Source: an optimization exercise on an open RTL-to-GDS flow (aim: small area and a short achievable clock period). Production flows keep margins and buffers that such runs may drop. In this exercise RTL edits were held to simulation tests only and were not proved equivalent to the original. No activity file was given, so power comes from the tool's default toggle rates.

### flow/design.v
module mac_unit(input logic clk,
                input logic rst_n_pe,
				input shortint input_feature,
				input shortint input_weight_bias,
				input logic [3:0]conv_num,
				input logic feature_valid,
				input logic weight_valid,
				input logic relu_en,
				input logic partial_en,
				output shortint output_feature
				);
	longint mac_result;
	int ac_result;
	enum {idle,work,relu} state;
	always_ff @(posedge clk) begin
  		if (rst_n_pe==0) begin
	 		mac_result     = 0;
         	ac_result      = 0; 
	 		output_feature <= 0;
	 		state = idle;
  		end
  		else
  		begin
  		case (state)
  		idle:begin
  			if(feature_valid && weight_valid) begin
				ac_result  = input_feature * input_weight_bias;
    			mac_result = mac_result + ac_result;         
  			end
  			else if(weight_valid) begin
  				if(partial_en == 1)
  				begin
  					case(conv_num)
						4'd0: ac_result = input_weight_bias * 65536; 
						4'd1: ac_result =  input_weight_bias * 65536;
						4'd2: ac_result = input_weight_bias * 32768;
						4'd3: ac_result = input_weight_bias *32768;
						4'd4: ac_result = input_weight_bias * 16384;
						4'd5: ac_result = input_weight_bias * 16384;
						4'd6: ac_result = input_weight_bias * 32768;
						4'd7: ac_result = input_weight_bias * 8192;
						4'd8: ac_result = input_weight_bias * 8192;
						4'd9: ac_result = input_weight_bias * 8192;
						4'd10: ac_result = input_weight_bias * 8192;
						4'd11: ac_result = input_weight_bias * 8192;
						4'd12: ac_result = input_weight_bias * 16384;
  					endcase
  				end
  				else
  				begin
  					case (conv_num)
						4'd0: ac_result = input_weight_bias*512; 
						4'd1: ac_result =  input_weight_bias*64;
						4'd2: ac_result =  input_weight_bias*8;
						4'd3: ac_result =  input_weight_bias*4;
						4'd4: ac_result =  input_weight_bias*2;
						4'd5: ac_result =  input_weight_bias*2;
						4'd6: ac_result =  input_weight_bias*2;
						4'd7: ac_result =  input_weight_bias*0;
						4'd8: ac_result =  input_weight_bias*2;
						4'd9: ac_result =  input_weight_bias*4;
						4'd10: ac_result =  input_weight_bias*8;
						4'd11: ac_result =  input_weight_bias*16;
						4'd12: ac_result =  input_weight_bias*512;
						4'd13: ac_result =  input_weight_bias;
						4'd14: ac_result =  input_weight_bias;
						4'd15: ac_result =  input_weight_bias;
					endcase
				end
				mac_result = mac_result + ac_result;
    			state = relu;
    		end
    	end
    	relu:begin
    		if (relu_en == 1)
    		begin
    			if (mac_result [31] == 1)
    			begin	
    				mac_result = 0;
    			end
    		end
    		state = work;
    	end
		work:begin
				case (conv_num)
				4'd0: output_feature <= mac_result[31:16];
				4'd1: output_feature <= mac_result[31:16];
				4'd2: output_feature <= mac_result[30:15];
				4'd3: output_feature <= mac_result[30:15];
				4'd4: output_feature <= mac_result[29:14];
				4'd5: output_feature <= mac_result[29:14];
				4'd6: output_feature <= mac_result[30:15];
				4'd7: output_feature <= mac_result[28:13];
				4'd8: output_feature <= mac_result[28:13];
				4'd9: output_feature <= mac_result[28:13];
				4'd10: output_feature <= mac_result[28:13];
				4'd11: output_feature <= mac_result[28:13];
				4'd12: output_feature <= mac_result[29:14];
				4'd13: output_feature <= mac_result[25:10];
				4'd14: output_feature <= mac_result[27:12];
				4'd15: output_feature <= mac_result[30:15];
				endcase
  		end
  		endcase
		end
	end
endmodule
module pe_array #(parameter NPE = 4)(
	input logic clk,
	input logic rst_n_pe,
	input logic weight_valid,
	input logic feature_valid,
	input logic[15:0]input_feature,
	input logic[NPE*16-1:0]input_weight_bias,
	input logic [3:0]conv_num,
	output logic[NPE*16-1:0]output_feature,
	input logic relu_en,
	input logic partial_en
);
	genvar i;
	generate
		for (i=0; i<NPE; i=i+1)
			begin:mac
			mac_unit mac(
				.clk(clk),
				.rst_n_pe(rst_n_pe),
				.input_feature(input_feature),
				.input_weight_bias(input_weight_bias[(i+1)*16-1:(i)*16]),
				.output_feature(   output_feature   [(i+1)*16-1:(i)*16]),
				.conv_num(conv_num),                  
				.weight_valid(weight_valid),
				.feature_valid(feature_valid),
				.relu_en(relu_en),
				.partial_en(partial_en)
			);
		end
	endgenerate
endmodule
module onchip_read_master_weight #(parameter NPE = 4)( 
	input logic clk,
	input logic rst_n,
	output logic [16:0]  addr_read,
	input logic  [NPE*16-1:0]data_read_input,
	output logic [NPE*2-1:0] byteenable,
	output logic         read,
	input  logic         wait_request,
	input  logic   	     readdatavalid,
	output logic chipselect,
	input logic[16:0]addr_read_input,
	input logic read_en_input,
	output logic [NPE*16-1:0]data_read,
	output logic data_valid,
	output logic readdatavalid_out
);
    enum {IDLE, READ} state;
    assign byteenable={(NPE*2){1'b1}};
    assign readdatavalid_out = readdatavalid;
	logic read_en_reg;
	always_ff @(posedge clk) 
	begin
		if (rst_n == 0) begin
			state <= IDLE;
			data_valid <= 1'b0;
			read <= 1'b0;
			chipselect <= 0;
			read_en_reg <= 0;
		end
		else begin	
			addr_read <= addr_read_input;
			read_en_reg <=	read_en_input;
			case(state)
			IDLE:
			begin
				if (read_en_reg == 1) begin 
					data_valid <= 1'b0;
					read  <= 1'b1;
					state <= READ;
					chipselect <= 1;
				end
				else if(read_en_reg == 0) begin
					data_valid <= 1'b0;
					state <= IDLE;
					chipselect <= 0;
				end
			end
            READ:
            	begin 
					if (readdatavalid == 1 && wait_request == 0) begin
                        data_read <= data_read_input;
                        data_valid <= 1'b1;
                        if (read_en_reg == 1) begin 
                            	state <= READ;
                            	chipselect <= 1;
                        end 
                        else begin 
                            state <= IDLE;
                            chipselect <= 0;
                        end
                    end 
                    else begin 
                        data_valid <= 1'b0;
                        chipselect <= 0;
                    end
                end
			endcase
		end
	end
endmodule
module onchip_read_master_input(
	input logic clk,
	input logic rst_n,
	output logic [16:0]addr_read,
	input  logic [15:0]data_read_input,
	output logic [1:0] byteenable,
	output logic 	   read,
	input  logic 	   wait_request,
	input  logic	   readdatavalid,
	output logic 	   chipselect,
	input logic [16:0]addr_read_input,
	input logic read_en_input,
	output logic [15:0]data_read,
	output logic data_valid,
	output logic readdatavalid_out
);
	enum {IDLE, READ, ENABLE_READ} state;
	assign byteenable = 2'b11;
	assign readdatavalid_out = readdatavalid;
	logic read_en_reg;
	always_ff @(posedge clk) 
	begin
		if (rst_n == 0) begin
			state <= IDLE;
			data_valid <= 1'b0;
			read <= 1'b0;
			chipselect <= 0;
			read_en_reg <= 0;
		end
		else begin	
			addr_read <= addr_read_input;
			read_en_reg <=	read_en_input;
			case(state)
			IDLE:
			begin
				if (read_en_reg == 1) begin 
					data_valid <= 1'b0;
					read  <= 1'b1;
					state <= READ;
					chipselect <= 1;
				end
				else if(read_en_reg == 0) begin
					data_valid <= 1'b0;
					state <= IDLE;
					chipselect <= 0;
				end
			end
            READ:
            	begin 
					if (readdatavalid == 1 && wait_request == 0) begin
                        data_read <= data_read_input;
                        data_valid <= 1'b1;
                        if (read_en_reg == 1) begin 
                            state <= READ;
                            chipselect <= 1;
                        end 
                        else begin 
                            state <= IDLE;
                            chipselect <= 0;
                        end
                    end 
                    else begin 
                        data_valid <= 1'b0;
                        chipselect <= 0;
                    end
                end
			endcase
		end
	end
endmodule
module p1024_to_s16 #(parameter NPE = 4)(
	input logic clk,
    input logic rst_n,
	input logic [NPE*16-1:0] datain_pe,
	input logic 		 input_en_control,
	input logic  [14:0] addr_in_control,
	input logic pool_en,
	input logic output_en,
	output logic [15:0] writedata_output,	
	output logic [14:0] address_output,
	output logic        write_output,
	input  logic 		waitrequest_output,
	output logic [1:0]	byteenable_output,
	output logic chipselect
);
	logic [NPE*16-1:0] buffer;
	logic [NPE*16-1:0] buffer_out;
	logic [6:0]    i,q;
	logic [14:0]   addr_out_base;
	logic [14:0]   address_output_in;
	shortint buffer_int[NPE-1:0];
	shortint buffer_out_int[NPE-1:0];
	shortint buffer_out_0;
	shortint buffer_0;
	logic [15:0]buffer_m;
	enum {IDLE,OUT,POOL,POOL_INIT,POOL_INIT2}state;
	assign byteenable_output=2'b11;
    always_ff @(posedge clk)
	begin
		if(rst_n==0) begin
			buffer <= '0;
			state <= IDLE;
			write_output <= 1;
			chipselect <= 0;
			buffer_out <= '0;
			i <= 0;
			address_output_in <= 0;
			address_output <= 0;
			writedata_output <= 0;
		end
		else begin
			case(state)
				IDLE: begin
					if (input_en_control==1) begin
						buffer <= datain_pe;
						i	   <= 0;
						state  <= POOL_INIT;
						address_output_in <= addr_in_control;
						write_output <= 1;
					end
				end
				POOL_INIT:
				begin
					for (int k = 0; k < NPE; k++) begin
						buffer_out_int[k] <= buffer_out[k*16 +: 16];
						buffer_int[k] <= buffer[k*16 +: 16];
					end
					state <= POOL;
				end
				POOL:begin
					if(pool_en==1)begin
						for (int k = 0; k < NPE; k++) begin
							if (buffer_int[k] > buffer_out_int[k])
								buffer_out[k*16 +: 16] <= buffer[k*16 +: 16];
						end
					end
					else if(pool_en == 0)
					begin
						buffer_out <= buffer;
					end
					state <= OUT;
				end
				OUT: begin
					if (output_en ==1)
					begin
						if (waitrequest_output == 0) begin
							if (i <= NPE-1)
							begin
								address_output    <= address_output_in;
								address_output_in <= address_output_in+2;
								writedata_output  <= buffer_out[15:0];
								buffer_out            <= buffer_out >> 16;
							end
							else if (i > NPE-1) begin
								state <= IDLE;
								chipselect <= 0;
								buffer <= '0;
								buffer_out <= '0;
							end
							else begin
								chipselect <= 1;
							end
							i <= i + 1;
						end
					end
					else if(output_en == 0)
					begin
						state <= IDLE;
					end
				end
			endcase
		end
	end
endmodule
module pe_array_top #(parameter NPE = 4)
                   (input logic clk,
                    input logic rst_n,
                    input logic rst_n_pe,
                    input logic [3:0] conv_num,
                    input logic partial_en_control,
                    input logic [NPE*16-1:0]data_readw_weight,
                    input logic [15:0]data_readi_input,
                    output logic [15:0]data_write_output,
                    output logic [16:0]addr_readi_input,
                    output logic [16:0]addr_readw_weight,
                    output logic [14:0]addr_write_output,
                    output logic [1:0]byteenable_readi_input,
                    output logic [NPE*2-1:0]byteenable_readw_weight,
		            output logic [1:0]byteenable_write_output,
                    input logic [16:0]addr_readi_control,
                    input logic [16:0]addr_readw_control,
                    input logic [14:0]addr_write_control,
                    input logic pool_en_control,
                    input logic relu_en_control,
                    input logic output_en_control,
		            input logic waitrequest_output,
		            input logic waitrequest_input,
		            input logic waitrequest_weight,
                    input logic en_write_control,
                    input logic en_readi_control,
                    input logic en_readw_control,
                    input logic readdatavalid_input,
                    input logic readdatavalid_weight,
                    output logic write_output,
                    output logic read_readw_weight,
                    output logic read_readi_input,
                    output logic chipselect_input,
                    output logic chipselect_weight,
                    output logic chipselect_output,
                    output logic readdatavalid_out_input,
                    output logic readdatavalid_out_weight
                    );
logic[NPE*16-1:0]data_write_pe;
logic[NPE*16-1:0]data_readw_pe;
logic[15:0]data_readi_pe;
logic data_valid_readi_pe;
logic data_valid_readw_pe;
p1024_to_s16 #(.NPE(NPE)) pts(.clk(clk),
			 	.rst_n(rst_n),
				.datain_pe(data_write_pe),
				.input_en_control(en_write_control),
				.addr_in_control(addr_write_control),
				.writedata_output(data_write_output),
				.address_output(addr_write_output),
				.write_output(write_output),
				.waitrequest_output(waitrequest_output),
				.byteenable_output(byteenable_write_output),
				.chipselect(chipselect_output),
				.pool_en(pool_en_control),
				.output_en(output_en_control)
                );
onchip_read_master_weight #(.NPE(NPE)) master_to_weight_bias(.clk(clk),
                                         .addr_read(addr_readw_weight),
                                         .data_read_input(data_readw_weight),
                                         .byteenable(byteenable_readw_weight),
                                         .read(read_readw_weight),
					                     .wait_request(waitrequest_weight),
                                         .addr_read_input(addr_readw_control),
                                         .read_en_input(en_readw_control),
                                         .rst_n(rst_n),
                                         .data_read(data_readw_pe),
                                         .readdatavalid(readdatavalid_weight),
                                         .data_valid(data_valid_readw_pe),
                                         .chipselect(chipselect_weight),
                                         .readdatavalid_out(readdatavalid_out_weight)
                                         );
onchip_read_master_input master_to_input(.clk(clk),
                                   .addr_read(addr_readi_input),
                                   .data_read_input(data_readi_input),
                                   .byteenable(byteenable_readi_input),
                                   .read(read_readi_input),
				   				   .wait_request(waitrequest_input),
                                   .addr_read_input(addr_readi_control),
                                   .read_en_input(en_readi_control),
                                   .rst_n(rst_n),
                                   .data_read(data_readi_pe),
                                   .readdatavalid(readdatavalid_input),
                                   .data_valid(data_valid_readi_pe),
                                   .chipselect(chipselect_input),
                                   .readdatavalid_out(readdatavalid_out_input)
                                   );
pe_array #(.NPE(NPE)) array(.clk(clk),
               .rst_n_pe(rst_n_pe),
               .feature_valid(data_valid_readi_pe),
	       	   .weight_valid(data_valid_readw_pe),
               .input_feature(data_readi_pe),
               .conv_num(conv_num),
               .output_feature(data_write_pe),
               .input_weight_bias(data_readw_pe),
               .relu_en(relu_en_control),
               .partial_en(partial_en_control));
endmodule 
### flow/run.sh
#!/bin/bash
# synth_recipe.tcl (not shown) runs the flow's synth.tcl, then flattens the netlist and writes it again
# the make line also repeats each setting of config.mk as NAME=value (left out here)
make -C /OpenROAD-flow-scripts/flow DESIGN_CONFIG=/design/flow/config.mk WORK_HOME=/design/flow/orfs CLKGATE_MAP_FILE= SYNTH_SCRIPT=/design/flow/synth_recipe.tcl finish
### flow/config.mk
export PLATFORM = sky130hd
export DESIGN_NAME = pe_array_top
export DESIGN_NICKNAME = pe_array_top
export VERILOG_FILES = /design/flow/design.v
export SDC_FILE = /design/flow/constraint.sdc
export NUM_CORES = 8
export LEC_CHECK = 0
export CAP_MARGIN = 20
export CORE_MARGIN = 2
export CORE_UTILIZATION = 40
export SLEW_MARGIN = 20
### flow/constraint.sdc
create_clock -name core_clock -period 10.0 [get_ports {clk}]
set_input_delay 2.0000 -clock core_clock [delete_from_list [all_inputs] [get_ports {clk}]]
set_output_delay 2.0000 -clock core_clock [all_outputs]
set_load 0.01 [all_outputs]
==> reports/qor.txt <==
Resize count post-CTS - 0
TritonCTS clock tree - built
post-synthesis mux area share - 0.00359
Mapped Area - 81,300 um^2
layout cell share with drive strength beyond 1 - 0.0435
Leakage - 38.9 nW
first-pass GRT wire length - 399 mm
max_cap viols - 0
growth of design area from synthesis to finish - 9.57%
Hold WC Path Type - flop to flop
number of synthesized flops with an enable pin - 242
final setup fails - 0
post-synth top area share - 0.259
Crit path required time - 10.67 ns
root buffer cell - clkbuf_16
CP Capture Type - flop
Max VDD drop - 168 uV
die width - 455 um
postcts setup bufs - 0
DP HPWL - 186 mm
TNS Setup - 0 ns
WL/cell - 21.2 um
Top FF cell, synth - dfxtp_1
CTS Buf Count - 89
f_max - 0.109 GHz
Placer Congestion - 0.913
Gate power share - 0.439
antenna violations before repair - 9
post-layout min period - 9.21 ns
synth unique cells - 84
post-synthesis adder-cell area fraction - 0.340
main combinational cell family by area after synthesis - adder cells
#FFs+latches synth - 764
worst-margin pin slew - 1.18 ns
Core Area - 202,000 um^2
Final ANT Viol Nets - 0
CTS Buffer Depth - 3
grt ovf - 0
CP arrival - 9.88 ns
hold_buf cts - 0
first drt pass iteration count - 14
H-tree levels - 3
fillcell total - 19,500
Reg power frac - 0.281
vias in the first global route - 68,200
Final Cycle Share - 0.921
clock net sink count - 764
Post-Synthesis Cells - 9,356
Starting DRT DRC Count - 6,857
Yosys warnings - 6
Crit path max-delay family - adder cells
Reg area - 17,700 um^2
drt via density - 5.64
Die Y - 455 um
Slew Limit Fails - 0
post-synthesis compound-gate area fraction - 0.162
FFs w/ async S/R, synth - 0
Critical Path Source Type - flop
Crit path depth - 30
IO Pins - 233
xor/xnor cell area share of the yosys netlist - 0.0257
Hold Fails Final Rpt - 0
synthesized area per cell - 8.69 um^2
Pint - 0.00744 W
outcome - complete, no violations
aggregate global-route resource usage - 0.244
critical path buffer and inverter count - 4
hold path cells - 2
FF-to-FF path depth - 30
pin count of the biggest net entering global routing - 97
Post-route DRC - 0
P_sw - 0.00499 W
clock latency (worst-skew pair) - 0.77 ns
RSZ-0062 raised after global routing - false
min setup slack post-route - 0.792 ns
power share of the clock group - 0.280
Placement Rows - 165
Synth Area in Simple Gates - 0.157
WS Path Type - flop to flop
crit-path max FO - 20
top-count cell post-synth - inv_1
Switching Fraction - 0.402
Pwr Density - 139 nW/um^2
Synth top cells by count - 1,321 x inv_1, 1,073 x nand2_1, 1,052 x fa_1, 592 x clkbuf_1, 581 x nor2_1
critical path's largest stage delay - 0.92 ns
Post-Place Worst Slack - 0.881 ns
vias - 67,300
Post-Route WL - 253 mm
PortBufs - 219
most used cell, CP - fa_1
Yosys top cell by area - fa_1
Multi-input gate area - 56,300 um^2
initial core utilization - 0.402
Crit-path slowest cell - edfxtp_1
Die Footprint - 207,000 um^2
clk_skew - 0.0890 ns
post-synthesis sequential area ratio - 0.218
Worst-path clk slew - 0.06 ns
Final #Nets - 10,900
Slew headroom - 0.210
synth top area cells - fa_1 26%, dfxtp_1 13%, edfxtp_1 8.9%, ha_1 8.1%, inv_1 6.1%
==> cell families after synthesis <==
group,Yosys count
XOR/XNOR,239
multiplexers,29
adder cells (fa/ha/maj),1579
AND/OR/NAND/NOR,2763
AO/OA/AOI/OAI,1986
flip-flops,764
buffers and inverters,1995
other,1
==> worst reg2reg max path: cells and delay by family (launching register included) <==
kind                     cells  cell delay [ns]
AND/OR/NAND/NOR              3             0.33
flip-flops                   1             0.92
adder cells (fa/ha/maj)      8             3.79
XOR/XNOR                     2             0.41
AO/OA/AOI/OAI               13             3.12
buffers and inverters        4             0.58
==> power by group through the flow <==
stage / logic [W] / registers (W) / clock network (W)
global placement: 0.00528 / 0.00355 / 0
detailed placement: 0.00536 / 0.00355 / 0
floorplan: 0.00378 / 0.00351 / 0
finish: 0.00546 / 0.00349 / 0.00348
CTS: 0.00539 / 0.00349 / 0.00354
global route: 0.00602 / 0.00351 / 0.00366
==> metrics by stage <==
step / utilization / hold WS [ns] / total power, W / instance area [um^2] / instances
5_1_grt: 0.441 / 0.467 / 0.0132 / 89100 / 11900
6_report: 0.441 / 0.448 / 0.0124 / 89100 / 11900
3_3_place_gp: 0.425 / 0.439 / 0.00883 / 85900 / 11800
3_5_place_dp: 0.425 / 0.438 / 0.00891 / 85900 / 11800
2_1_floorplan: - / 0.425 / 0.00729 / 81400 / 9368
4_1_cts: 0.441 / 0.449 / 0.0124 / 89000 / 11900
==> layout make-up <==
class                   instances  share of cell area
repair buffers                404              0.0414
clock inverters                48             0.00684
well taps                    2672              0.0375
multi-input cells            6609               0.632
diodes                          2           0.0000562
clock buffers                 120              0.0279
flip-flops and latches        764               0.199
inverters                    1322              0.0558
==> cells in the final DEF, fill, tap and decap left out, types with 28 or more instances in the layout <==
master           instances
clkdlybuf4s50_1        216
xnor2_1                156
ha_1                   526
and2_1                 513
nand2b_1                75
o211ai_1                29
a21oi_1                506
nor2b_1                 47
mux2i_1                 28
o22ai_1                 31
a222oi_1               119
a21o_1                 100
o21a_1                  60
fa_1                  1052
a211oi_1                42
nand2_1               1069
a31oi_1                106
nor3_1                 116
a311oi_1                56
inv_1                 1319
o21ai_1                 46
xor2_1                  83
o21ai_0                345
a22oi_1                258
a221oi_1                66
dfxtp_1                522
nor2_1                 575
buf_4                  177
clkbuf_16               90
nand3_1                208
edfxtp_1               242
==> final timing paths <==
path                                      end  slack (ns)                         startpoint
max reg2reg   array.mac[1].mac.mac_result[31]        0.79      master_to_input.data_read[12]
max           array.mac[1].mac.mac_result[31]        0.79      master_to_input.data_read[12]
min reg2reg  master_to_weight_bias.chipselect        0.45  master_to_weight_bias.read_en_reg
min          master_to_weight_bias.chipselect        0.45  master_to_weight_bias.read_en_reg
==> routing by layer <==
layer / global-route usage / wire length, um / vias up
met4: 0.0927 / 10100 / 6
met1: 0.330 / 109000 / 33400
met5: 0 / 40 / -
met2: 0.393 / 115000 / 2772
met3: 0.0372 / 18900 / 481
li1: - / - / 30700

## separate check: timing with driven ports
Ports are ideal in the flow. The routed layout listed here was re-timed in OpenROAD.
Step 1, drivers: a clkbuf_16 drives clk and a buf_2 each remaining input, both assumed.
Step 2 adds t to the input delays and takes it off the output delays; t is the mean of the earliest and latest rising clock arrival at the registers after step 1. Input paths then give back, and output paths get back, about the clock's delay inside the block.
Three values: no drivers, after step 1, after step 2; two values: the first two.
t (ns): 0.809
setup WS [ns]: 0.792 / 0.792 / 0.792
hold WS [ns]: 0.448 / 0.448 / 0.448
worst setup path at the end: register to register
worst data-port slew with drivers (ns): 0.16
After both steps this run still meets setup and hold. For this run, drivers alone change the setup slack by 0.000 ns; drivers and shift together by 0.000 ns.
